Background: an optimization exercise with open tools, aiming at small area. Do not read the settings as production practice.
RTL that was checked went through simulation tests only; none was proved equivalent to the original.
The RTL of run 3 was laid out without a check of its function.
The clock cells of runs 3 to 6 come from the design's own scripts or RTL, not from TritonCTS.
No driver is modelled on the clock port, so clock power and skew are understated where the tree is cut down; a real chip needs a root buffer or a tree.
Power and IR drop assume default switching activity.

<file path="design/flow/config.mk">
export PLATFORM = sky130hd
export DESIGN_NAME = uart
export DESIGN_NICKNAME = uart
export VERILOG_FILES = /design/flow/design.v
export SDC_FILE = /design/flow/constraint.sdc
export NUM_CORES = 4
export LEC_CHECK = 0
export CAP_MARGIN = 20
export CORE_MARGIN = 2
export CORE_UTILIZATION = 40
export SLEW_MARGIN = 20
</file>
<file path="design/flow/constraint.sdc">
create_clock -name core_clock -period 20.0 [get_ports {clock}]
set_input_delay 4.0000 -clock core_clock [delete_from_list [all_inputs] [get_ports {clock}]]
set_output_delay 4.0000 -clock core_clock [all_outputs]
set_load 0.01 [all_outputs]
</file>
<file path="design/flow/design.v">
module uart_rx (
    input  logic       clock, reset,
    input  logic       rx,
    output logic [7:0] rx_data,
    output logic       rx_valid
);
    localparam logic [12:0] T_MASK = 13'b1110111111001;
    localparam logic [12:0] T_END  = 13'b1100111100111;
    localparam logic [12:0] T_HALF = 13'b0001000010000;
    localparam logic [12:0] T_FULL = 13'b0000010001000;
    logic [12:0] t;
    logic [8:0]  r;
    logic        busy, start;
    wire tick = ((t & T_MASK) == (T_END & T_MASK));
    always_ff @(posedge clock)
        if (!busy)     t <= T_HALF;
        else if (tick) t <= T_FULL;
        else           t <= {~t[11:0], t[2] ^ t[12]};
    always_ff @(posedge clock, posedge reset)
        if (reset) start <= 1'b1;
        else       start <= !busy || (start && !(tick && !rx));
    always_ff @(posedge clock)
        if (!busy)               r <= 9'b1_0000_0000;
        else if (tick && !start) r <= {rx, r[8:1]};
    always_ff @(posedge clock, posedge reset)
        if (reset) busy <= 1'b0;
        else       busy <= busy ? !(tick && (start ? rx : r[0])) : !rx;
    assign rx_valid = !busy && !start && r[8];
    assign rx_data = r[7:0];
endmodule
module uart_tx (
    input  logic       clock, reset,
    input  logic [7:0] tx_data,
    input  logic       tx_send,
    output logic       tx_busy,
    output logic       tx
);
    localparam logic [12:0] T_MASK = 13'b1110111111001;
    localparam logic [12:0] T_END  = 13'b1100111100111;
    localparam logic [12:0] T_LOAD = 13'b0000010001000;
    logic [12:0] t;
    logic [9:0]  c;
    logic        busy;
    wire tick = ((t & T_MASK) == (T_END & T_MASK));
    wire done = tick & ~|c[9:1];
    always_ff @(posedge clock)
        if (!busy || tick) t <= T_LOAD;
        else               t <= {~t[11:0], t[2] ^ t[12]};
    always_ff @(posedge clock)
        if (!busy || tick) c <= busy ? {1'b0, c[9:1]} : {1'b1, tx_data, 1'b0};
    always_ff @(posedge clock, posedge reset)
        if (reset) busy <= 1'b0;
        else       busy <= busy ? !done : tx_send;
    always_ff @(posedge clock, posedge reset)
        if (reset) tx <= 1'b1;
        else       tx <= !busy || c[0];
    assign tx_busy = busy;
endmodule
module uart #(
    parameter BAUD_RATE   = 9600,
    parameter CLOCK_FREQ  = 50000000,
    parameter DATA_BITS   = 8
)
(   input  logic        clock,
    input  logic        reset,
    input  logic [DATA_BITS-1:0]  tx_data,
    input  logic        tx_send,
    output logic        tx_busy,
    output logic [DATA_BITS-1:0]  rx_data,
    output logic        rx_valid,
    input  logic        rx,      
    output logic        tx       
);
  uart_rx rx_inst (.*);
  uart_tx tx_inst (.*);
endmodule
</file>
<file path="design/flow/flow/run.sh">
#!/bin/bash
# Own layout flow: the standard ORFS flow (standard.sh: unchanged
# synthesis, floorplan, power grid and tap cells), with these changes to how
# the layout is made:
#  - port buffers are the smallest buffer (buf_1) instead of the default pick;
#  - clock tree: clkbuf_8 from CTS, no dummy loads, then shrunk further
#    where the clock pin slew allows (flow/post_cts.tcl);
#  - gates with slack to spare are downsized after CTS (flow/post_cts.tcl).
# standard.sh's full output goes to standard_flow.log here; each ORFS step
# also keeps its own log under orfs/logs/.
set -euo pipefail
cd "$(dirname "$0")/.."
export BUFFER_PORTS_ARGS="-buffer_cell sky130_fd_sc_hd__buf_1"
export CTS_ARGS="-sink_clustering_enable -repair_clock_nets -dont_use_dummy_load -buf_list sky130_fd_sc_hd__clkbuf_8 -root_buf sky130_fd_sc_hd__clkbuf_8"
export POST_CTS_TCL="$PWD/flow/post_cts.tcl"
bash standard.sh finish > standard_flow.log 2>&1
</file>
<file path="design/flow/flow/post_cts.tcl">
# Runs at the end of ORFS's CTS step (POST_CTS_TCL).
# 1. Shrink the clock tree that CTS built: the root buffer only drives the
#    leaf buffers, so it becomes clkbuf_1; each leaf buffer becomes clkbuf_4
#    unless that leaves a clock pin slew above the limit below, in which case
#    it stays as CTS made it.
# 2. Downsize gates with slack to spare (repair_timing -recover_power), then
#    repair slew and capacitance again.
set db [ord::get_db]
set block [ord::get_db_block]
set slew_limit 0.105

proc leaf_worst_slew { inst } {
  set w 0
  foreach it [[[$inst findITerm X] getNet] getITerms] {
    if {[$it isInputSignal]} {
      set p [get_pins [[$it getInst] getName]/[[$it getMTerm] getName]]
      set s [get_property $p slew_max]
      if {$s > $w} { set w $s }
    }
  }
  return $w
}

set_propagated_clock [all_clocks]
set root ""
set leaves {}
foreach it [[$block findNet clock] getITerms] {
  if {[$it isInputSignal]} { set root [$it getInst] }
}
foreach it [[[$root findITerm X] getNet] getITerms] {
  if {[$it isInputSignal] && [string match *clkbuf* [[[$it getInst] getMaster] getName]]} {
    lappend leaves [$it getInst]
  }
}
if {[llength $leaves] > 0} {
  $root swapMaster [$db findMaster sky130_fd_sc_hd__clkbuf_1]
  estimate_parasitics -placement
  if {[leaf_worst_slew [lindex $leaves 0]] > $slew_limit} {
    $root swapMaster [$db findMaster sky130_fd_sc_hd__clkbuf_2]
  }
  foreach leaf $leaves {
    set old [$leaf getMaster]
    $leaf swapMaster [$db findMaster sky130_fd_sc_hd__clkbuf_4]
    estimate_parasitics -placement
    if {[leaf_worst_slew $leaf] > $slew_limit} { $leaf swapMaster $old }
  }
}
estimate_parasitics -placement
foreach leaf $leaves { puts "clock leaf [$leaf getName] [[$leaf getMaster] getName] slew [leaf_worst_slew $leaf]" }
puts "clock root [$root getName] [[$root getMaster] getName]"

repair_timing -recover_power 100 -verbose
estimate_parasitics -placement
repair_design -verbose -slew_margin 20 -cap_margin 20 -match_cell_footprint
detailed_placement
check_placement -verbose
estimate_parasitics -placement
report_check_types -max_slew -max_capacitance -violators
</file>
<file path="design/flow/standard.sh">
#!/bin/bash
# synth_recipe.tcl (not shown) runs the flow's synth.tcl, then flattens the netlist and writes it again
# the make line also repeats each setting of config.mk as NAME=value (left out here)
make -C /OpenROAD-flow-scripts/flow DESIGN_CONFIG=/design/flow/config.mk WORK_HOME=/design/flow/orfs CLKGATE_MAP_FILE= SYNTH_SCRIPT=/design/flow/synth_recipe.tcl "${@:-finish}"
</file>
==> impl_metrics.csv, run 1 <==
group,metric,value,unit
run_status,run_status,"finished clean",
drt,antenna_left,0,
critical_path,critPathMaxStageDelay,0.61,ns
global_route,grt_first_pass_wirelength,4640,um
timing,drv_slew,0,
power,p_leak,0.669,nW
timing,min_period,5.64,ns
yosys,synthTopCellsByArea,"dfxtp_1, edfxtp_1, mux2i_1",
finish,final_common_cell,"dfxtp_1",
timing,skew,0.0284,ns
yosys,syn_inst,145,
drt,remaining_drc_errors,0,
critical_path,critical_path_buf_inv_count,1,
yosys,synth_seq_cells,49,
cts,clk_pin_slew,0.10,ns
critical_path,cp_top_family,"flip-flops",
critical_path,critPathSlowestCell,"dfrtp_1",
power,peakVddDrop,0.0615,mV
timing,relSlewSlack,0.442,
critical_path,cp.arrival,1.64,ns
flow_run,max-cap-violations,0,
critical_path,crit_path_cell_trace,"nor3b_1 -> buf_1",
yosys,yosys.area.top_type,"dfxtp_1",
yosys,netlist_area,1770,um^2
floorplanning,core-area,4290,um^2
floorplanning,ios,23,
yosys,synth_ff_type,"dfxtp_1",
yosys,synth_edf_count,10,
yosys,ys_types,34,
finish,finalNonFillerCells,213,
finish,drive_gt1_frac,0.106,
global_route,antenna_found_initial,0,
finish,nNetsFinal,175,
drt,drt_first_pass_iters,3,
place,routabilityCongestion,0.701,
timing,rsz0062_at_grt,"false",
cts,clk_latency,0.52,ns
floorplanning,die_w,70.4,um
floorplanning,die_area,4960,um^2
finish,area_growth,5.53,%
place,port_buffers,22,
place,place_ws,14.92,ns
place,dpl.hpwl,1920,um
timing,worst_slew_pin_slew,0.830,ns
yosys,async_flop_share,0.0816,
timing,finalHoldViolations,0,
global_route,grtUsageTotal,0.121,
timing,setup_ws,14.36,ns
timing,setup_viol,0,
global_route,grt_overflow_total,0,
cts,cts_tree,"done",
drt,wirelength,2680,um
timing,setup-tns-final,0,ns
min_path,min_path_type,"reg -> reg",
drt,drtIter0Drc,37,
critical_path,critPathKind,"reg -> out",
yosys,synth_top_area_frac,0.397,
finish,insertedDiodeCount,0,
yosys,yosysWarnings,2,
floorplanning,rows,24,
finish,fillers,400,
critical_path,endpoint_kind,"output pin",
critical_path,crit_required,16.00,ns
yosys,avgSynthCellArea,12.2,um^2
timing,fin_crit_sh,0.282,
floorplanning,die-height,70.4,um
floorplanning,start_util,0.411,
finish,seq_area,1100,um^2
cts,cts.sinks,49,
place,dp.cells,207,
finish,multiInputGateArea,537,um^2
global_route,grt_max_degree,24,
power,powerDensity,115,nW/um^2
critical_path,path_max_fanout,23,
yosys,seq_area_frac_synth,0.625,
drt,route.vias.total,1030,
critical_path,crit_path_start_kind,"flop",
timing,fmax,177,MHz
finish,final_cell_mix,"dfxtp_1, buf_1, nor2_1",
drt,wire_per_inst,12.6,um
drt,via_per_inst,4.84,
global_route,grt_pass1_vias,1042,
yosys,synth_fp_nets,157,
[synthesized netlist by cell type, types with 2 or more instances]
cell	number
buf_4	8
nor2b_1	6
buf_2	2
mux2i_1	9
nand4_1	2
nor3_1	4
inv_1	3
mux2_2	8
a21boi_1	2
nand2_1	10
edfxtp_1	10
dfstp_2	2
dfrtp_1	2
o31ai_2	2
xnor2_1	2
nand3b_1	2
nand2b_1	2
dfxtp_1	35
nor2_1	18
a22oi_1	2
[cell families after synthesis]
kind of cell	after synthesis	share of synthesized area
buffers and inverters	16	0.0567
XOR/XNOR	2	0.00992
multiplexers	17	0.102
AND/OR/NAND/NOR	52	0.162
flip-flops	49	0.625
AO/OA/AOI/OAI	9	0.0439
[through the flow]
| step | cell area [um^2] | utilization | hold WS, ns | power, mW |
|---|---|---|---|---|
| 6_report | 1860 | 0.434 | 0.385 | 0.215 |
| 5_1_grt | 1860 | 0.434 | 0.407 | 0.229 |
| 3_5_place_dp | 1830 | 0.427 | 0.375 | 0.177 |
| 3_3_place_gp | 1830 | 0.427 | 0.371 | 0.175 |
| 2_1_floorplan | 1770 | - | 0.368 | 0.167 |
[registers in the layout, indices dropped and copies added, names as in the netlist]
| signal | count |
|---|---|
| rx_inst.r | 9 |
| rx_inst.start | 1 |
| tx_inst.busy | 1 |
| tx_inst.t | 13 |
| tx_inst.tx | 1 |
| tx_inst.c | 10 |
| rx_inst.busy | 1 |
| rx_inst.t | 13 |
[per-layer routing]
layer / wire (um) / track usage / vias up
li1: - / - / 519
met1: 1230 / 0.144 / 488
met2: 1270 / 0.188 / 17
met3: 128 / 0.0519 / 6
met4: 49 / 0.0577 / 0
met5: 0 / 0 / -
[worst register-to-register path, cell delays in order, from the launching register on]
cell and delay (ns):
dfxtp_1 0.36, nand4_1 0.13, o31ai_1 0.73, clkbuf_1 0.51
[area by class of cell]
cell class / count / area share
tap: 52 / 0.0349
clock buffer: 5 / 0.0282
multi-input combinational: 80 / 0.288
sequential: 49 / 0.592
inverter: 3 / 0.00604
timing repair buffer: 24 / 0.0504
[path summary, 6_finish.rpt]
check / endpoint / startpoint / slack [ns] / cells after the start
max: rx_valid / rx_inst.busy / 14.36 / 2
min: rx_inst.t[10] / rx_inst.t[9] / 0.38 / 1
max reg2reg: tx_inst.c[7] / tx_inst.t[12] / 17.89 / 3
min reg2reg: rx_inst.t[10] / rx_inst.t[9] / 0.38 / 1
max in group asynchronous: rx_inst.start / reset / 16.42 / 2
min in group asynchronous: rx_inst.busy / reset / 3.32 / 2
[where the power goes]
| group | internal, mW | total (mW) | switching, mW |
|---|---|---|---|
| registers | 0.130 | 0.145 | 0.0155 |
| clock network | 0.0163 | 0.0433 | 0.0270 |
| logic | 0.0138 | 0.0263 | 0.0125 |
| total | 0.160 | 0.215 | 0.0550 |
==> run 2, diff against run 1 <==
==> design/flow/flow/run.sh (replaced) <==
#!/bin/bash
# Own layout flow: the standard ORFS flow (standard.sh: unchanged
# synthesis, floorplan, power grid and tap cells), with these changes to how
# the layout is made:
#  - the gates between the standard synthesis's flip-flops are mapped again
#    for area (flow/resyn.sh); the flip-flops are kept as they are;
#  - port buffers are the smallest buffer (buf_1) instead of the default pick;
#  - clock tree: clkbuf_8 from CTS, no dummy loads, then shrunk further
#    where the clock pin slew allows (flow/post_cts.tcl);
#  - gates with slack to spare are downsized after CTS (flow/post_cts.tcl).
# Each tool's output goes to its own log here (synth.log, resyn_yosys.log,
# standard_flow.log); each ORFS step also keeps its log under orfs/logs/.
set -euo pipefail
cd "$(dirname "$0")/.."
export BUFFER_PORTS_ARGS="-buffer_cell sky130_fd_sc_hd__buf_1"
export CTS_ARGS="-sink_clustering_enable -repair_clock_nets -dont_use_dummy_load -buf_list sky130_fd_sc_hd__clkbuf_8 -root_buf sky130_fd_sc_hd__clkbuf_8"
export POST_CTS_TCL="$PWD/flow/post_cts.tcl"
R=orfs/results/$FLOW_PLATFORM/uart/base
bash standard.sh synth > synth.log 2>&1
cp $R/1_2_yosys.v standard_synth.v
bash flow/resyn.sh standard_synth.v resyn.v "$FLOW_HOME/platforms/$FLOW_PLATFORM/lib/sky130_fd_sc_hd__tt_025C_1v80.lib"
sleep 1
cp resyn.v $R/1_2_yosys.v
bash standard.sh finish > standard_flow.log 2>&1
==> design/flow/flow/resyn.sh (new file) <==
#!/bin/bash
# Re-map the combinational logic of the standard synthesis for area.
# The flip-flops of the standard synthesis are kept as they are (same
# instances, names and cell types): they are read as black boxes, and only
# the gates between them are flattened and mapped again by ABC with an
# area-oriented script.
# usage: resyn.sh IN.v OUT.v LIB
set -euo pipefail
IN=$1; OUT=$2; LIB=$3
YOSYS=yosys
if [[ -x "$FLOW_HOME/../tools/install/yosys/bin/yosys" ]]; then YOSYS="$FLOW_HOME/../tools/install/yosys/bin/yosys"; fi
printf 'strash\ndc2\ndch -f\nmap -a\namap\n' > resyn.abc
cat > resyn.ys <<EOF
read_liberty -ignore_miss_func $LIB
blackbox =sky130_fd_sc_hd__df* =sky130_fd_sc_hd__edf* =sky130_fd_sc_hd__sdf* =sky130_fd_sc_hd__sedf* =sky130_fd_sc_hd__dl* =sky130_fd_sc_hd__sdl*
read_verilog $IN
hierarchy -check -top uart
flatten
rename -hide w:_*_.*
opt_clean
tee -o resyn_before.txt stat -liberty $LIB
abc -liberty $LIB -dont_use *lpflow* -dont_use *probe* -script resyn.abc
setundef -zero
splitnets
opt_clean -purge
hilomap -singleton -hicell sky130_fd_sc_hd__conb_1 HI -locell sky130_fd_sc_hd__conb_1 LO
insbuf -buf sky130_fd_sc_hd__buf_4 A X
tee -o resyn_after.txt stat -liberty $LIB
tee -o resyn_check.txt check
write_verilog -noattr -nohex -nodec $OUT
EOF
"$YOSYS" -s resyn.ys > resyn_yosys.log 2>&1
==> impl_metrics.csv, run 2 <==
group,metric,value,unit
global_route,grt_max_degree,25,
drt,wirelength,2690,um
cts,cts_tree,"done",
finish,insertedDiodeCount,0,
critical_path,path_max_fanout,13,
run_status,run_status,"finished clean",
floorplanning,ios,23,
floorplanning,die-height,68.2,um
floorplanning,die_area,4650,um^2
critical_path,cp.arrival,1.47,ns
cts,cts.sinks,49,
finish,reg_top3,"rx_inst.t: 13 flops, tx_inst.t: 13 flops, tx_inst.c: 10 flops",
finish,nNetsFinal,192,
drt,antenna_left,0,
place,port_buffers,22,
finish,postLayoutCellArea,1800,um^2
drt,route.vias.total,1095,
yosys,synth_fp_nets,170,
finish,drive_gt1_frac,0.0337,
min_path,min_path_type,"reg -> reg",
critical_path,r2r-start,"tx_inst.t[4]",
critical_path,endpoint_kind,"output pin",
min_path,min_from,"tx_inst.t[6]",
timing,finalHoldViolations,0,
yosys,netlist_area,1650,um^2
timing,hold-worst-slack,0.382,ns
critical_path,startpoint,"rx_inst.busy",
critical_path,r2r_slack,17.35,ns
floorplanning,rows,23,
cts,clk_pin_slew,0.08,ns
floorplanning,core-area,3970,um^2
global_route,grt_first_pass_wirelength,4400,um
timing,setup_ws,14.53,ns
finish,fillers,385,
drt,via_per_inst,4.80,
timing,fin_crit_sh,0.273,
timing,setup_viol,0,
power,peakVddDrop,0.0767,mV
timing,worst_slew_pin_slew,0.750,ns
global_route,antenna_found_initial,0,
critical_path,crit_required,16.00,ns
cts,clk_latency,0.53,ns
timing,fmax,183,MHz
drt,drtIter0Drc,63,
min_path,whs_endpoint,"tx_inst.t[7]",
finish,area_growth,8.96,%
critical_path,critPathKind,"reg -> out",
drt,remaining_drc_errors,0,
global_route,grtUsageTotal,0.132,
place,place_ws,15.10,ns
finish,final_cell_mix,"dfxtp_1, clkinv_1, nor2_1",
drt,drt_first_pass_iters,4,
critical_path,rr_worst_depth,5,
floorplanning,die_w,68.2,um
global_route,grt_overflow_total,0,
power,p_leak,0.633,nW
timing,drv_slew,0,
global_route,grt_pass1_vias,1030,
timing,rsz0062_at_grt,"false",
timing,skew,0.00621,ns
finish,final_common_cell,"dfxtp_1",
place,dpl.hpwl,1910,um
drt,wire_per_inst,11.8,um
yosys,yosysWarnings,2,
timing,setup-tns-final,0,ns
critical_path,timing.rr.end,"tx_inst.busy",
place,postPlaceCellArea,1750,um^2
place,routabilityCongestion,0.754,
finish,fin_util,0.452,
min_path,hold-path-cell-count,1,
flow_run,max-cap-violations,0,
timing,min_period,5.47,ns
floorplanning,start_util,0.415,
yosys,avgSynthCellArea,10.4,um^2
power,powerDensity,119,nW/um^2
critical_path,crit_path_start_kind,"flop",
timing,relSlewSlack,0.493,
yosys,syn_inst,158,
[run 2: per-layer routing]
layer	vias to the layer above	wire [um]	share of wire	GRT usage
met5	-	0	0	0
met4	0	59	0.022	0.0850
met3	6	131	0.049	0.0411
met2	25	1170	0.43	0.201
met1	501	1330	0.49	0.161
li1	563	-	-	-
[run 2: critical path, cell delays in order (launching register included)]
cell and delay, ns:
dfrtp_1 0.53, nor3_1 0.24, buf_1 0.17
[run 2: cell type report]
type,instances,area (um^2),area share
repair buffers,23,86.3,0.0481
clock buffers,5,58.8,0.0328
flip-flops and latches,49,1100,0.615
inverters,23,86.3,0.0481
multi-input cells,78,398,0.222
well taps,50,62.6,0.0348
[run 2: worst max-delay path by stage]
| stage | endpoint | cells after the start |
|---|---|---|
| finish | rx_valid | 2 |
| global route | rx_valid | 2 |
| detailed placement | rx_valid | 2 |
| global placement | rx_valid | 2 |
| floorplan | rx_valid | 1 |
[run 2: report_power, final]
part           internal [mW]  total, mW  switching (mW)  leakage, nW
logic                 0.0112     0.0213          0.0101        0.181
clock network         0.0184     0.0466          0.0282       0.0299
registers              0.130      0.146          0.0152        0.422
total                  0.160      0.213          0.0536        0.633
[run 2: metrics by stage]
stage | instances | power [mW]
floorplan | 158 | 0.161
global placement | 223 | 0.168
detailed placement | 223 | 0.170
global route | 228 | 0.226
finish | 228 | 0.213
==> run 3, diff against run 2 <==
--- a/design/flow/design.v
+++ b/design/flow/design.v
@@ -47,6 +47,11 @@
         if (!busy || tick) t <= T_LOAD;
         else               t <= {~t[11:0], t[2] ^ t[12]};
+    wire ld = !busy;            
+    wire sh = busy && tick;     
+    wire hd = busy && !tick;    
     always_ff @(posedge clock)
-        if (!busy || tick) c <= busy ? {1'b0, c[9:1]} : {1'b1, tx_data, 1'b0};
+        c <= ({10{ld}} & {1'b1, tx_data, 1'b0}) |
+             ({10{sh}} & {1'b0, c[9:1]}) |
+             ({10{hd}} & c);
     always_ff @(posedge clock, posedge reset)
         if (reset) busy <= 1'b0;
--- a/design/flow/flow/run.sh
+++ b/design/flow/flow/run.sh
@@ -6,6 +6,6 @@
 #    for area (flow/resyn.sh); the flip-flops are kept as they are;
 #  - port buffers are the smallest buffer (buf_1) instead of the default pick;
-#  - clock tree: clkbuf_8 from CTS, no dummy loads, then shrunk further
-#    where the clock pin slew allows (flow/post_cts.tcl);
+#  - clock tree: CTS's tree is replaced by 3 or 4 leaf buffers driven from
+#    the clock port (flow/post_cts.tcl, flow/clock_tree.tcl);
 #  - gates with slack to spare are downsized after CTS (flow/post_cts.tcl).
 # Each tool's output goes to its own log here (synth.log, resyn_yosys.log,
==> design/flow/flow/clock_tree.tcl (new file) <==
# Replace the clock tree that CTS built with K leaf buffers driven straight
# from the clock port (no root buffer). The clock sinks are split into K
# groups by position (k-means); each group gets one buffer at its centre.
proc my_rebuild_clock_tree { k master } {
  set db [ord::get_db]
  set block [ord::get_db_block]
  set clk [$block findNet clock]
  # collect sinks: every register clock pin reachable through CTS buffers
  set sinks {}
  set bufs {}
  set front [list $clk]
  while {[llength $front]} {
    set net [lindex $front 0]; set front [lrange $front 1 end]
    foreach it [$net getITerms] {
      if {![$it isInputSignal] && ![$it isClocked]} { continue }
      set inst [$it getInst]
      set m [[$inst getMaster] getName]
      if {[string match *clkbuf* $m] || [string match *clkinv* $m]} {
        if {[lsearch -exact $bufs $inst] < 0} {
          lappend bufs $inst
          lappend front [[$inst findITerm X] getNet]
        }
      } else {
        lappend sinks $it
      }
    }
  }
  foreach it $sinks { $it disconnect }
  foreach b $bufs {
    set on [[$b findITerm X] getNet]
    odb::dbInst_destroy $b
    if {$on ne $clk} { odb::dbNet_destroy $on }
  }
  # positions
  set pts {}
  foreach it $sinks {
    set bb [[$it getInst] getBBox]
    lappend pts [list [expr {([$bb xMin]+[$bb xMax])/2}] [expr {([$bb yMin]+[$bb yMax])/2}]]
  }
  # init centres: spread along x
  set n [llength $pts]
  set order [lsort -real -indices [lmap p $pts {lindex $p 0}]]
  set cs {}
  for {set j 0} {$j < $k} {incr j} {
    lappend cs [lindex $pts [lindex $order [expr {int(($j + 0.5) * $n / $k)}]]]
  }
  for {set iter 0} {$iter < 50} {incr iter} {
    set asg {}
    foreach p $pts {
      set best 0; set bd 1e30
      for {set j 0} {$j < $k} {incr j} {
        set c [lindex $cs $j]
        set d [expr {abs([lindex $p 0]-[lindex $c 0]) + abs([lindex $p 1]-[lindex $c 1])}]
        if {$d < $bd} { set bd $d; set best $j }
      }
      lappend asg $best
    }
    set ncs {}
    for {set j 0} {$j < $k} {incr j} {
      set sx 0; set sy 0; set m 0
      foreach p $pts a $asg { if {$a == $j} { incr sx [lindex $p 0]; incr sy [lindex $p 1]; incr m } }
      if {$m} { lappend ncs [list [expr {$sx/$m}] [expr {$sy/$m}]] } else { lappend ncs [lindex $cs $j] }
    }
    set cs $ncs
  }
  set mm [$db findMaster $master]
  set made {}
  for {set j 0} {$j < $k} {incr j} {
    set inst [odb::dbInst_create $block $mm "clkbuf_leaf_$j"]
    set net [odb::dbNet_create $block "clknet_leaf_$j"]
    $net setSigType CLOCK
    [$inst findITerm A] connect $clk
    [$inst findITerm X] connect $net
    set c [lindex $cs $j]
    $inst setLocation [lindex $c 0] [lindex $c 1]
    $inst setPlacementStatus PLACED
    foreach it $sinks a $asg { if {$a == $j} { $it connect $net } }
    lappend made $inst
  }
  puts "clock tree rebuilt: [llength $bufs] CTS buffers removed, $k x $master for [llength $sinks] sinks"
  return $made
}
==> design/flow/flow/post_cts.tcl (replaced) <==
# Runs at the end of ORFS's CTS step (POST_CTS_TCL).
# 1. Replace the clock tree that CTS built with a few leaf buffers driven
#    straight from the clock port (flow/clock_tree.tcl), as few as keep every
#    register clock pin's slew under slew_limit; a leaf whose slew allows it
#    is made smaller still.
# 2. Downsize gates with slack to spare (repair_timing -recover_power), then
#    repair slew and capacitance again.
source [file join [file dirname [info script]] clock_tree.tcl]
set db [ord::get_db]
set slew_limit 0.110

proc leaf_worst_slew { inst } {
  set w 0
  foreach it [[[$inst findITerm X] getNet] getITerms] {
    if {[$it isInputSignal]} {
      set p [get_pins [[$it getInst] getName]/[[$it getMTerm] getName]]
      set s [get_property $p slew_max]
      if {$s > $w} { set w $s }
    }
  }
  return $w
}

set_propagated_clock [all_clocks]
foreach k {3 4} {
  set leaves [my_rebuild_clock_tree $k sky130_fd_sc_hd__clkbuf_8]
  detailed_placement
  estimate_parasitics -placement
  set worst 0
  foreach leaf $leaves { set s [leaf_worst_slew $leaf]; if {$s > $worst} { set worst $s } }
  puts "clock tree with $k leaves: worst clock pin slew $worst"
  if {$worst <= $slew_limit} { break }
}
foreach leaf $leaves {
  set old [$leaf getMaster]
  $leaf swapMaster [$db findMaster sky130_fd_sc_hd__clkbuf_4]
  estimate_parasitics -placement
  if {[leaf_worst_slew $leaf] > $slew_limit} { $leaf swapMaster $old }
}
detailed_placement
estimate_parasitics -placement
foreach leaf $leaves { puts "clock leaf [$leaf getName] [[$leaf getMaster] getName] slew [leaf_worst_slew $leaf]" }

repair_timing -recover_power 100 -verbose
estimate_parasitics -placement
repair_design -verbose -slew_margin 20 -cap_margin 20 -match_cell_footprint
repair_timing -hold -verbose
detailed_placement
check_placement -verbose
estimate_parasitics -placement
report_check_types -max_slew -max_capacitance -violators
report_checks -path_delay min -format end
==> impl_metrics.csv, run 3 <==
group,metric,value,unit
critical_path,crit_required,16.00,ns
timing,drv_slew,0,
drt,antenna_left,0,
critical_path,critPathKind,"reg -> out",
finish,drive_gt1_frac,0.0314,
place,place_ws,15.08,ns
drt,drt_first_pass_iters,4,
finish,postLayoutCellArea,1770,um^2
power,seqPwrFrac,0.681,
drt,met1_length,1280,um
critical_path,path_max_fanout,23,
critical_path,cp_top_family,"flip-flops",
drt,route.met3.wl,150,um
place,port_buffers,22,
critical_path,cp.arrival,1.11,ns
timing,setup_viol,0,
critical_path,critPathMaxStageDelay,0.75,ns
critical_path,critical_path_buf_inv_count,1,
floorplanning,core-area,3970,um^2
floorplanning,die_w,68.0,um
floorplanning,die_area,4620,um^2
global_route,grt_first_pass_wirelength,4600,um
flow_run,max-cap-violations,0,
power,p_switching,0.0601,mW
timing,setup-tns-final,0,ns
cts,cts.sinks,49,
yosys,synth_fp_nets,185,
timing,fin_crit_sh,0.255,
finish,final_common_cell,"dfxtp_1",
yosys,netlist_area,1640,um^2
finish,reg_top3,"rx_inst.t: 13 flops, tx_inst.t: 13 flops, tx_inst.c: 10 flops",
power,peakVddDrop,0.0511,mV
drt,wire_per_inst,11.5,um
floorplanning,ios,23,
floorplanning,start_util,0.412,
floorplanning,rows,23,
drt,wirelength,2760,um
cts,clk_pin_slew,0.10,ns
drt,route.vias.total,1181,
power,sw_frac_of_total,0.262,
critical_path,critPathSlowestCell,"dfrtp_1",
timing,min_period,5.11,ns
critical_path,endpoint_kind,"output pin",
yosys,avgSynthCellArea,9.46,um^2
place,dpl.hpwl,2030,um
timing,fmax,196,MHz
power,p_int,0.169,mW
place,routabilityCongestion,0.742,
drt,wl_met2,1300,um
min_path,min_path_type,"reg -> reg",
finish,fillers,397,
timing,finalHoldViolations,0,
global_route,grtUsageTotal,0.133,
yosys,yosysWarnings,2,
timing,worst_slew_pin_slew,0.950,ns
drt,remaining_drc_errors,0,
floorplanning,die-height,68.0,um
drt,drtIter0Drc,53,
finish,area_growth,8.18,%
place,postPlaceCellArea,1720,um^2
finish,nNetsFinal,205,
finish,insertedDiodeCount,0,
timing,relSlewSlack,0.362,
power,powerDensity,130,nW/um^2
critical_path,crit_path_start_kind,"flop",
power,clkPwrFrac,0.171,
global_route,grt_overflow_total,0,
timing,setup_ws,14.89,ns
timing,rsz0062_at_grt,"false",
cts,clk_latency,0.16,ns
global_route,grt_max_degree,24,
power,finalPower,0.229,mW
power,comb_power_share,0.148,
drt,top_layer,"met4",
critical_path,crit_path_cell_trace,"buf_1",
run_status,run_status,"finished clean",
global_route,grt_pass1_vias,1101,
drt,via_per_inst,4.90,
finish,multiInputGateArea,502,um^2
global_route,antenna_found_initial,0,
finish,final_cell_mix,"dfxtp_1, nor2_1, buf_1",
yosys,syn_inst,173,
finish,seq_area,1000,um^2
timing,skew,0.0218,ns
power,p_leak,0.672,nW
[run 3: final cells by class]
class	count	share of cell area
buffer	4	0.0276
multi-input combinational	97	0.283
sequential	49	0.567
timing repair buffer	22	0.0466
inverter	19	0.0403
tap	50	0.0353
[run 3: routing by layer]
layer,GRT usage,vias up
li1,-,616
met1,0.159,536
met2,0.223,27
met3,0.0510,2
met4,0.0375,0
met5,0,-
[run 3: metrics by stage]
stage | util | hold slack (ns) | std cells
after floorplan | - | 0.367 | 173
after global placement | 0.434 | 0.373 | 237
after detailed placement | 0.434 | 0.376 | 237
after global routing | 0.446 | 0.405 | 241
final | 0.446 | 0.385 | 241
[run 3: final timing paths]
kind	start	slack [ns]	endpoint	depth (start not counted)
min reg2reg	tx_inst.t[3]	0.38	tx_inst.t[4]	1
min	tx_inst.t[3]	0.38	tx_inst.t[4]	1
max reg2reg	tx_inst.t[5]	17.56	tx_inst.c[0]	5
max	tx_inst.busy	14.89	tx_busy	1
min in group asynchronous	reset	3.69	tx_inst.busy	2
max in group asynchronous	reset	16.07	rx_inst.start	2
[run 3: power groups by stage]
| stage | Combinational, mW | Sequential, mW | Clock [mW] |
|---|---|---|---|
| 2_1_floorplan | 0.0288 | 0.152 | 0 |
| 3_3_place_gp | 0.0339 | 0.157 | 0 |
| 3_5_place_dp | 0.0352 | 0.158 | 0 |
| 5_1_grt | 0.0404 | 0.160 | 0.0438 |
| 6_report | 0.0339 | 0.156 | 0.0392 |
==> run 4, diff against run 3 <==
--- a/design/flow/design.v
+++ b/design/flow/design.v
@@ -21,9 +21,8 @@
         else       start <= !busy || (start && !(tick && !rx));
     always_ff @(posedge clock)
-        if (!busy)               r <= 9'b1_0000_0000;
-        else if (tick && !start) r <= {rx, r[8:1]};
+        if (!busy || start || tick) r <= {!(busy && tick) || rx, r[8:1]};
     always_ff @(posedge clock, posedge reset)
         if (reset) busy <= 1'b0;
-        else       busy <= busy ? !(tick && (start ? rx : r[0])) : !rx;
+        else       busy <= busy ? !(tick && (start ? rx : !r[0])) : !rx;
     assign rx_valid = !busy && !start && r[8];
     assign rx_data = r[7:0];
==> impl_metrics.csv, run 4 <==
group,metric,value,unit
drt,drtIter0Drc,69,
critical_path,critPathKind,"reg -> out",
floorplanning,ios,23,
floorplanning,die-height,67.5,um
critical_path,rr_worst_depth,5,
global_route,antenna_found_initial,0,
global_route,grt_first_pass_wirelength,4350,um
power,powerDensity,133,nW/um^2
global_route,grt_overflow_total,0,
critical_path,path_max_fanout,19,
min_path,min_path_type,"reg -> reg",
place,postPlaceCellArea,1700,um^2
drt,wire_per_inst,12.2,um
floorplanning,core-area,3940,um^2
timing,setup_viol,0,
finish,reg_top3,"rx_inst.t: 13 flops, tx_inst.t: 13 flops, tx_inst.c: 10 flops",
finish,multiInputGateArea,408,um^2
global_route,met2_usage,0.221,
finish,postLayoutCellArea,1740,um^2
timing,worst_slew_pin_slew,0.836,ns
global_route,grt_max_degree,20,
power,peakVddDrop,0.0718,mV
critical_path,endpoint,"tx_busy",
cts,cts.sinks,49,
critical_path,r2r_slack,17.80,ns
critical_path,crit_path_cell_trace,"buf_1",
critical_path,critPathMaxStageDelay,0.68,ns
drt,route.vias.total,1050,
power,finalPower,0.232,mW
floorplanning,rows,23,
place,routabilityCongestion,0.778,
run_status,run_status,"finished clean",
yosys,avgSynthCellArea,10.8,um^2
drt,remaining_drc_errors,0,
timing,rsz0062_at_grt,"false",
global_route,grtUsageTotal,0.129,
place,port_buffers,22,
timing,drv_slew,0,
floorplanning,die_w,67.5,um
critical_path,critPathSlowestCell,"dfrtp_1",
timing,relSlewSlack,0.439,
critical_path,crit_path_start_kind,"flop",
finish,insertedDiodeCount,0,
min_path,min_from,"rx_inst.t[1]",
critical_path,timing.rr.end,"tx_inst.c[5]",
finish,area_growth,7.83,%
critical_path,crit_required,16.00,ns
drt,wirelength,2640,um
timing,skew,0.0149,ns
critical_path,startpoint,"tx_inst.busy",
yosys,synth_fp_nets,161,
yosys,syn_inst,149,
drt,antenna_left,0,
global_route,grt-busiest-layer,"met2",
power,p_leak,0.636,nW
floorplanning,die_area,4560,um^2
floorplanning,start_util,0.409,
critical_path,endpoint_kind,"output pin",
global_route,use_met3,0.0350,
finish,fin_util,0.441,
finish,final_cell_mix,"dfxtp_1, nor2_1, buf_1",
global_route,grt_pass1_vias,979,
yosys,yosysWarnings,2,
finish,final_common_cell,"dfxtp_1",
finish,nNetsFinal,180,
critical_path,cp.depth,1,
timing,hold-worst-slack,0.388,ns
timing,min_period,5.04,ns
place,dpl.hpwl,1930,um
timing,setup-tns-final,0,ns
timing,finalHoldViolations,0,
finish,fillers,386,
critical_path,cp_top_family,"flip-flops",
critical_path,critical_path_buf_inv_count,1,
timing,fin_crit_sh,0.252,
cts,clk_pin_slew,0.09,ns
yosys,netlist_area,1610,um^2
drt,drt_first_pass_iters,4,
critical_path,cp.arrival,1.04,ns
finish,seq_area,1090,um^2
timing,fmax,199,MHz
drt,via_per_inst,4.86,
finish,drive_gt1_frac,0.0301,
critical_path,r2r-start,"tx_inst.t[12]",
flow_run,max-cap-violations,0,
global_route,met1_usage,0.151,
cts,clk_latency,0.16,ns
==> run 4: cell types whose count changed in the layout (fill, tap and decap cells not counted), moves of 2 or more <==
cell / change
o221ai_1: -3
a21oi_1: -8
nand3_1: -4
nand2_1: -5
a31oi_1: -2
nand4b_1: +2
clkinv_1: -5
dfxtp_1: -9
o2bb2ai_1: -2
edfxtp_1: +9
==> run 4: layer usage <==
layer	vias to the layer above	routed length, um
li1	532	-
met1	499	1200
met2	17	1310
met3	2	105
met4	0	24
met5	-	0
==> run 4: power breakdown <==
group	total [mW]	internal [mW]	switching, mW
logic	0.0369	0.0172	0.0196
registers	0.157	0.137	0.0209
clock network	0.0373	0.0139	0.0234
total	0.232	0.168	0.0639
==> run 4: metrics by stage <==
stage	std cells	worst slack, ns
after detailed placement	213	15.14
final	216	14.96
after global routing	216	14.89
after floorplan	149	15.27
after global placement	213	15.15
==> run 4: final cells by class <==
cell class	instances	share of cell area
sequential	49	0.628
multi-input combinational	78	0.234
tap	50	0.0359
buffer	3	0.0237
timing repair buffer	22	0.0474
inverter	14	0.0302
==> run 4: worst min path at each step <==
stage	endpoint	slack, ns	cells after the start
5_1_grt	tx_inst.t[2]	0.39	1
3_3_place_gp	tx_inst.t[10]	0.37	1
2_1_floorplan	tx_inst.t[7]	0.36	1
3_5_place_dp	tx_inst.t[7]	0.37	1
6_report	rx_inst.t[2]	0.39	1
==> run 5, diff against run 4 <==
--- a/design/flow/flow/run.sh
+++ b/design/flow/flow/run.sh
@@ -9,5 +9,6 @@
 #    the clock port (flow/post_cts.tcl, flow/clock_tree.tcl);
 #  - gates with slack to spare are downsized after CTS (flow/post_cts.tcl).
-# Each tool's output goes to its own log here (synth.log, resyn_yosys.log,
+# Each tool's output goes to its own log here (synth.log, resyn.log and
+# resyn_yosys_N.log,
 # standard_flow.log); each ORFS step also keeps its log under orfs/logs/.
 set -euo pipefail
@@ -19,5 +20,5 @@
 bash standard.sh synth > synth.log 2>&1
 cp $R/1_2_yosys.v standard_synth.v
-bash flow/resyn.sh standard_synth.v resyn.v "$FLOW_HOME/platforms/$FLOW_PLATFORM/lib/sky130_fd_sc_hd__tt_025C_1v80.lib"
+bash flow/resyn.sh standard_synth.v resyn.v "$FLOW_HOME/platforms/$FLOW_PLATFORM/lib/sky130_fd_sc_hd__tt_025C_1v80.lib" > resyn.log 2>&1
 sleep 1
 cp resyn.v $R/1_2_yosys.v
==> design/flow/flow/resyn.sh (replaced) <==
#!/bin/bash
# Re-map the combinational logic of the standard synthesis for area.
# The flip-flops of the standard synthesis are kept as they are (same
# instances, names and cell types): they are read as black boxes, and only
# the gates between them are flattened and mapped again by ABC with
# area-oriented scripts. Several scripts are tried and the netlist with the
# smallest cell area is kept.
# usage: resyn.sh IN.v OUT.v LIB
set -euo pipefail
IN=$1; OUT=$2; LIB=$3
YOSYS=yosys
if [[ -x "$FLOW_HOME/../tools/install/yosys/bin/yosys" ]]; then YOSYS="$FLOW_HOME/../tools/install/yosys/bin/yosys"; fi
SCRIPTS=(
  'strash\ndc2\ndch -f\nmap -a\namap\n'
  'strash\ndc2\ndc2\ndch -f\nmap -a\namap\n'
  'strash\ndc2\ndc2\ndc2\ndch -f\nmap -a\namap\n'
  'strash\ndc2\ndc2\ndc2\ndc2\ndch -f\nmap -a\namap\n'
  'strash\ndc2\ndc2\ndch -f\namap\n'
  'strash\ndch -f\nmap -a\n'
)
best=""; best_area=""
for i in "${!SCRIPTS[@]}"; do
  printf "${SCRIPTS[$i]}" > resyn_$i.abc
  cat > resyn_$i.ys <<EOF
read_liberty -ignore_miss_func $LIB
blackbox =sky130_fd_sc_hd__df* =sky130_fd_sc_hd__edf* =sky130_fd_sc_hd__sdf* =sky130_fd_sc_hd__sedf* =sky130_fd_sc_hd__dl*
read_verilog $IN
hierarchy -check -top uart
flatten
rename -hide w:_*_.*
opt_clean
tee -o resyn_before.txt stat -liberty $LIB
abc -liberty $LIB -dont_use *lpflow* -dont_use *probe* -script resyn_$i.abc
setundef -zero
splitnets
opt_clean -purge
hilomap -singleton -hicell sky130_fd_sc_hd__conb_1 HI -locell sky130_fd_sc_hd__conb_1 LO
tee -o resyn_after_$i.txt stat -liberty $LIB
insbuf -buf sky130_fd_sc_hd__buf_4 A X
write_verilog -noattr -nohex -nodec resyn_out_$i.v
EOF
  if "$YOSYS" -s resyn_$i.ys > resyn_yosys_$i.log 2>&1; then
    a=$(awk '/Chip area/ {print $NF}' resyn_after_$i.txt)
    echo "script $i: area $a"
    if [[ -z "$best" ]] || awk -v a="$a" -v b="$best_area" 'BEGIN{exit !(a<b)}'; then best=$i; best_area=$a; fi
  else
    echo "script $i: failed"
  fi
done
echo "kept script $best: area $best_area"
cp resyn_out_$best.v $OUT
==> impl_metrics.csv, run 5 <==
group,metric,value,unit
critical_path,crit_required,16.00,ns
global_route,grt_first_pass_wirelength,4310,um
timing,setup_viol,0,
yosys,synth_fp_nets,155,
drt,route.vias.total,1014,
critical_path,crit_path_cell_trace,"nor3b_1 -> buf_1",
timing,finalHoldViolations,0,
min_path,min_path_type,"reg -> reg",
finish,nNetsFinal,174,
critical_path,critPathMaxStageDelay,0.43,ns
timing,fmax,201,MHz
timing,skew,0.0180,ns
global_route,grt_overflow_total,0,
timing,rsz0062_at_grt,"false",
timing,drv_slew,0,
finish,insertedDiodeCount,0,
yosys,syn_inst,143,
yosys,avgSynthCellArea,11.0,um^2
global_route,grt_pass1_vias,980,
run_status,run_status,"finished clean",
power,p_leak,0.625,nW
power,clkPwrFrac,0.163,
floorplanning,die_area,4440,um^2
critical_path,critPathSlowestCell,"dfrtp_1",
critical_path,critical_path_buf_inv_count,1,
cts,clk_pin_slew,0.10,ns
power,peakVddDrop,0.0574,mV
critical_path,critPathKind,"reg -> out",
global_route,grtUsageTotal,0.131,
finish,final_common_cell,"dfxtp_1",
drt,wirelength,2510,um
flow_run,max-cap-violations,0,
critical_path,cp_top_family,"flip-flops",
timing,hold-worst-slack,0.390,ns
power,sw_frac_of_total,0.261,
finish,drive_gt1_frac,0.0313,
floorplanning,ios,23,
power,powerDensity,132,nW/um^2
power,finalPower,0.223,mW
floorplanning,die_w,66.6,um
finish,reg_top3,"rx_inst.t: 13 flops, tx_inst.t: 13 flops, tx_inst.c: 10 flops",
global_route,grt_max_degree,19,
drt,drt_first_pass_iters,4,
critical_path,endpoint_kind,"output pin",
cts,cts.sinks,49,
drt,via_per_inst,4.88,
floorplanning,die-height,66.6,um
finish,final_cell_mix,"dfxtp_1, nor2_1, buf_1",
floorplanning,core-area,3720,um^2
cts,clk_latency,0.16,ns
drt,drtIter0Drc,80,
power,p_switching,0.0581,mW
critical_path,crit_path_start_kind,"flop",
yosys,yosysWarnings,2,
timing,worst_slew_pin_slew,0.588,ns
timing,relSlewSlack,0.603,
power,comb_power_share,0.152,
critical_path,path_max_fanout,5,
finish,area_growth,7.90,%
timing,min_period,4.98,ns
place,routabilityCongestion,0.799,
power,p_int,0.165,mW
power,seqPwrFrac,0.685,
global_route,antenna_found_initial,0,
timing,setup-tns-final,0,ns
drt,remaining_drc_errors,0,
place,port_buffers,22,
yosys,netlist_area,1570,um^2
timing,fin_crit_sh,0.249,
drt,antenna_left,0,
place,dpl.hpwl,1890,um
floorplanning,start_util,0.422,
critical_path,cp.arrival,0.98,ns
floorplanning,rows,22,
drt,wire_per_inst,12.1,um
## run 5: area by class of cell
class,count,area (um^2)
buffer,3,41.3
tap,48,60.1
sequential,49,1090
inverter,12,45.0
fill,370,2020
multi-input combinational,74,369
timing repair buffer,22,82.6
## run 5: power groups by stage
stage          Combinational, mW  Clock (mW)  Sequential [mW]
6_report                  0.0338      0.0363            0.153
5_1_grt                   0.0409      0.0417            0.157
3_5_place_dp              0.0351           0            0.154
3_3_place_gp              0.0329           0            0.154
2_1_floorplan             0.0272           0            0.150
## run 5: worst paths after layout
path                               from       endpoint  slack [ns]  cells past startpoint
setup / recovery           rx_inst.busy       rx_valid       15.02                      2
hold / removal             rx_inst.t[9]  rx_inst.t[10]        0.39                      1
setup reg to reg           tx_inst.busy   tx_inst.c[2]       17.85                      5
hold reg to reg            rx_inst.t[9]  rx_inst.t[10]        0.39                      1
max in group asynchronous         reset  rx_inst.start       16.10                      2
min in group asynchronous         reset   rx_inst.busy        3.67                      2
## run 5: routing by layer
layer  global-route usage  vias to the layer above  wire length [um]
li1                     -                      511                 -
met5                    0                        -                 0
met2                0.211                       24              1180
met1                0.158                      474              1150
met3               0.0321                        5               115
met4               0.0765                        0                63
## run 5: stage by stage
step | utilization | cell area [um^2] | worst slack, ns | std cells
2_1_floorplan | - | 1570 | 15.27 | 143
5_1_grt | 0.455 | 1690 | 14.94 | 208
3_3_place_gp | 0.444 | 1650 | 15.22 | 205
6_report | 0.455 | 1690 | 15.02 | 208
3_5_place_dp | 0.444 | 1650 | 15.20 | 205
==> run 6, diff against run 5 <==
--- a/design/flow/flow/resyn.sh
+++ b/design/flow/flow/resyn.sh
@@ -18,4 +18,7 @@
   'strash\ndc2\ndc2\ndch -f\namap\n'
   'strash\ndch -f\nmap -a\n'
+  'strash\nbalance\ndc2\ndc2\ndch -f\nmap -a -B 0.1\namap\n'
+  'strash\nbalance\ndc2\ndc2\ndch -f\nmap -a\namap\n'
+  'strash\ndc2\ndc2\ndc2\ndc2\ndc2\ndch -f\nmap -a -B 0.1\namap\n'
 )
 best=""; best_area=""
==> impl_metrics.csv, run 6 <==
group,metric,value,unit
run_status,run_status,"finished clean",
timing,setup-tns-final,0,ns
critical_path,startpoint,"rx_inst.busy",
power,peakVddDrop,0.0631,mV
timing,finalHoldViolations,0,
global_route,grt_max_degree,19,
yosys,netlist_area,1560,um^2
critical_path,r2r_slack,17.73,ns
timing,rsz0062_at_grt,"false",
yosys,syn_inst,136,
floorplanning,core-area,3720,um^2
floorplanning,start_util,0.421,
critical_path,crit_path_start_kind,"flop",
timing,relSlewSlack,0.606,
timing,drv_slew,0,
cts,cts.sinks,49,
floorplanning,ios,23,
place,port_buffers,22,
drt,antenna_left,0,
timing,min_period,4.99,ns
floorplanning,die_w,66.5,um
timing,setup_viol,0,
global_route,grt_first_pass_wirelength,3980,um
timing,setup_ws,15.01,ns
critical_path,path_max_fanout,5,
timing,fin_crit_sh,0.249,
cts,clk_latency,0.15,ns
floorplanning,die-height,66.5,um
power,powerDensity,133,nW/um^2
cts,clk_pin_slew,0.10,ns
critical_path,endpoint,"rx_valid",
global_route,grt_overflow_total,0,
place,routabilityCongestion,0.780,
drt,drt_first_pass_iters,4,
finish,insertedDiodeCount,0,
critical_path,critPathKind,"reg -> out",
global_route,antenna_found_initial,0,
drt,remaining_drc_errors,0,
flow_run,max-cap-violations,0,
critical_path,cp.arrival,0.99,ns
power,p_leak,0.622,nW
finish,final_common_cell,"dfxtp_1",
yosys,synth_fp_nets,148,
finish,nNetsFinal,167,
place,place_ws,15.19,ns
timing,fmax,200,MHz
timing,worst_slew_pin_slew,0.589,ns
yosys,yosysWarnings,2,
global_route,grtUsageTotal,0.118,
critical_path,crit_required,16.00,ns
min_path,min_path_type,"reg -> reg",
finish,drive_gt1_frac,0.0327,
floorplanning,rows,22,
drt,wire_per_inst,12.1,um
floorplanning,die_area,4420,um^2
critical_path,rr_worst_depth,4,
finish,multiInputGateArea,357,um^2
finish,seq_area,1090,um^2
finish,area_growth,7.93,%
critical_path,endpoint_kind,"output pin",
finish,final_cell_mix,"dfxtp_1, nor2_1, buf_1",
drt,route.vias.total,1000,
drt,drtIter0Drc,123,
yosys,avgSynthCellArea,11.5,um^2
place,dpl.hpwl,1770,um
critical_path,timing.rr.end,"tx_inst.c[3]",
finish,reg_top3,"rx_inst.t: 13 flops, tx_inst.t: 13 flops, tx_inst.c: 10 flops",
drt,via_per_inst,4.98,
finish,fillers,353,
timing,skew,0.0131,ns
global_route,grt_pass1_vias,918,
critical_path,r2r-start,"tx_inst.busy",
drt,wirelength,2440,um
run 6: layout make-up:
type	instances	area share
inverters	14	0.0312
multi-input cells	65	0.211
well taps	48	0.0356
repair buffers	22	0.0490
flip-flops and latches	49	0.648
plain buffers	3	0.0245
run 6: critical path, cell delays in order, from the launching register on:
cell and delay [ns]:
dfrtp_1 0.43, nor3b_1 0.23, buf_1 0.18
run 6: worst min-delay path by stage:
stage	startpoint	to	slack (ns)	cells past startpoint
3_3_place_gp	tx_inst.t[6]	tx_inst.t[7]	0.37	1
2_1_floorplan	tx_inst.t[6]	tx_inst.t[7]	0.36	1
3_5_place_dp	tx_inst.t[6]	tx_inst.t[7]	0.37	1
6_report	tx_inst.t[6]	tx_inst.t[7]	0.39	1
5_1_grt	rx_inst.t[1]	rx_inst.t[2]	0.41	1
run 6: power breakdown:
part	switching (mW)	internal, mW	leakage (nW)
logic	0.0173	0.0155	0.187
registers	0.0189	0.136	0.413
clock network	0.0225	0.0139	0.0216
total	0.0587	0.165	0.622
run 6: per-layer routing:
| metal | GRT usage | up-vias | part of all wire | routed length [um] |
|---|---|---|---|---|
| met3 | 0.0304 | 2 | 0.060 | 147 |
| met4 | 0.0383 | 0 | 0.0070 | 17 |
| met2 | 0.186 | 35 | 0.45 | 1090 |
| met1 | 0.157 | 469 | 0.49 | 1180 |
| met5 | 0 | - | 0 | 0 |
| li1 | - | 494 | - | - |
run 6: metrics by stage:
step	power [mW]	utilization	std cells	hold WS (ns)	area [um^2]
2_1_floorplan	0.178	-	136	0.358	1560
3_3_place_gp	0.188	0.443	198	0.365	1650
3_5_place_dp	0.190	0.443	198	0.373	1650
5_1_grt	0.239	0.454	201	0.406	1690
6_report	0.224	0.454	201	0.386	1690

[static timing again, ports no longer ideal]
No port has a modelled driver above. Below, the same layouts with a new extraction and two added sets of constraints.
Step 1, drivers: a clkbuf_16 drives clock and a buf_2 each remaining input, both assumed.
Step 2, shift: input delay + t, output delay - t, t = (earliest + latest rising clock arrival at the registers) / 2. This alone moves slack from input paths to output paths.
a / b / c = ideal / step 1 / step 2; a / b = the first two.
run | t, ns | setup slack, ns | latest minus earliest clock arrival (ns) | worst slew at a driven data input, ns | pins driven straight from the clock port
run 1 | 0.529 | 14.356 / 14.333 / 14.862 | 0.029 / 0.028 | 0.03 | 1
run 2 | 0.552 | 14.532 / 14.510 / 15.063 | 0.007 / 0.007 | 0.03 | 1
run 3 | 0.198 | 14.893 / 14.843 / 15.040 | 0.025 / 0.025 | 0.03 | 4
run 4 | 0.196 | 14.963 / 14.919 / 15.115 | 0.016 / 0.015 | 0.03 | 3
run 5 | 0.197 | 15.019 / 14.971 / 15.168 | 0.017 / 0.018 | 0.03 | 3
run 6 | 0.187 | 15.011 / 14.971 / 15.158 | 0.013 / 0.014 | 0.04 | 3
After both steps every run listed still meets setup and hold.
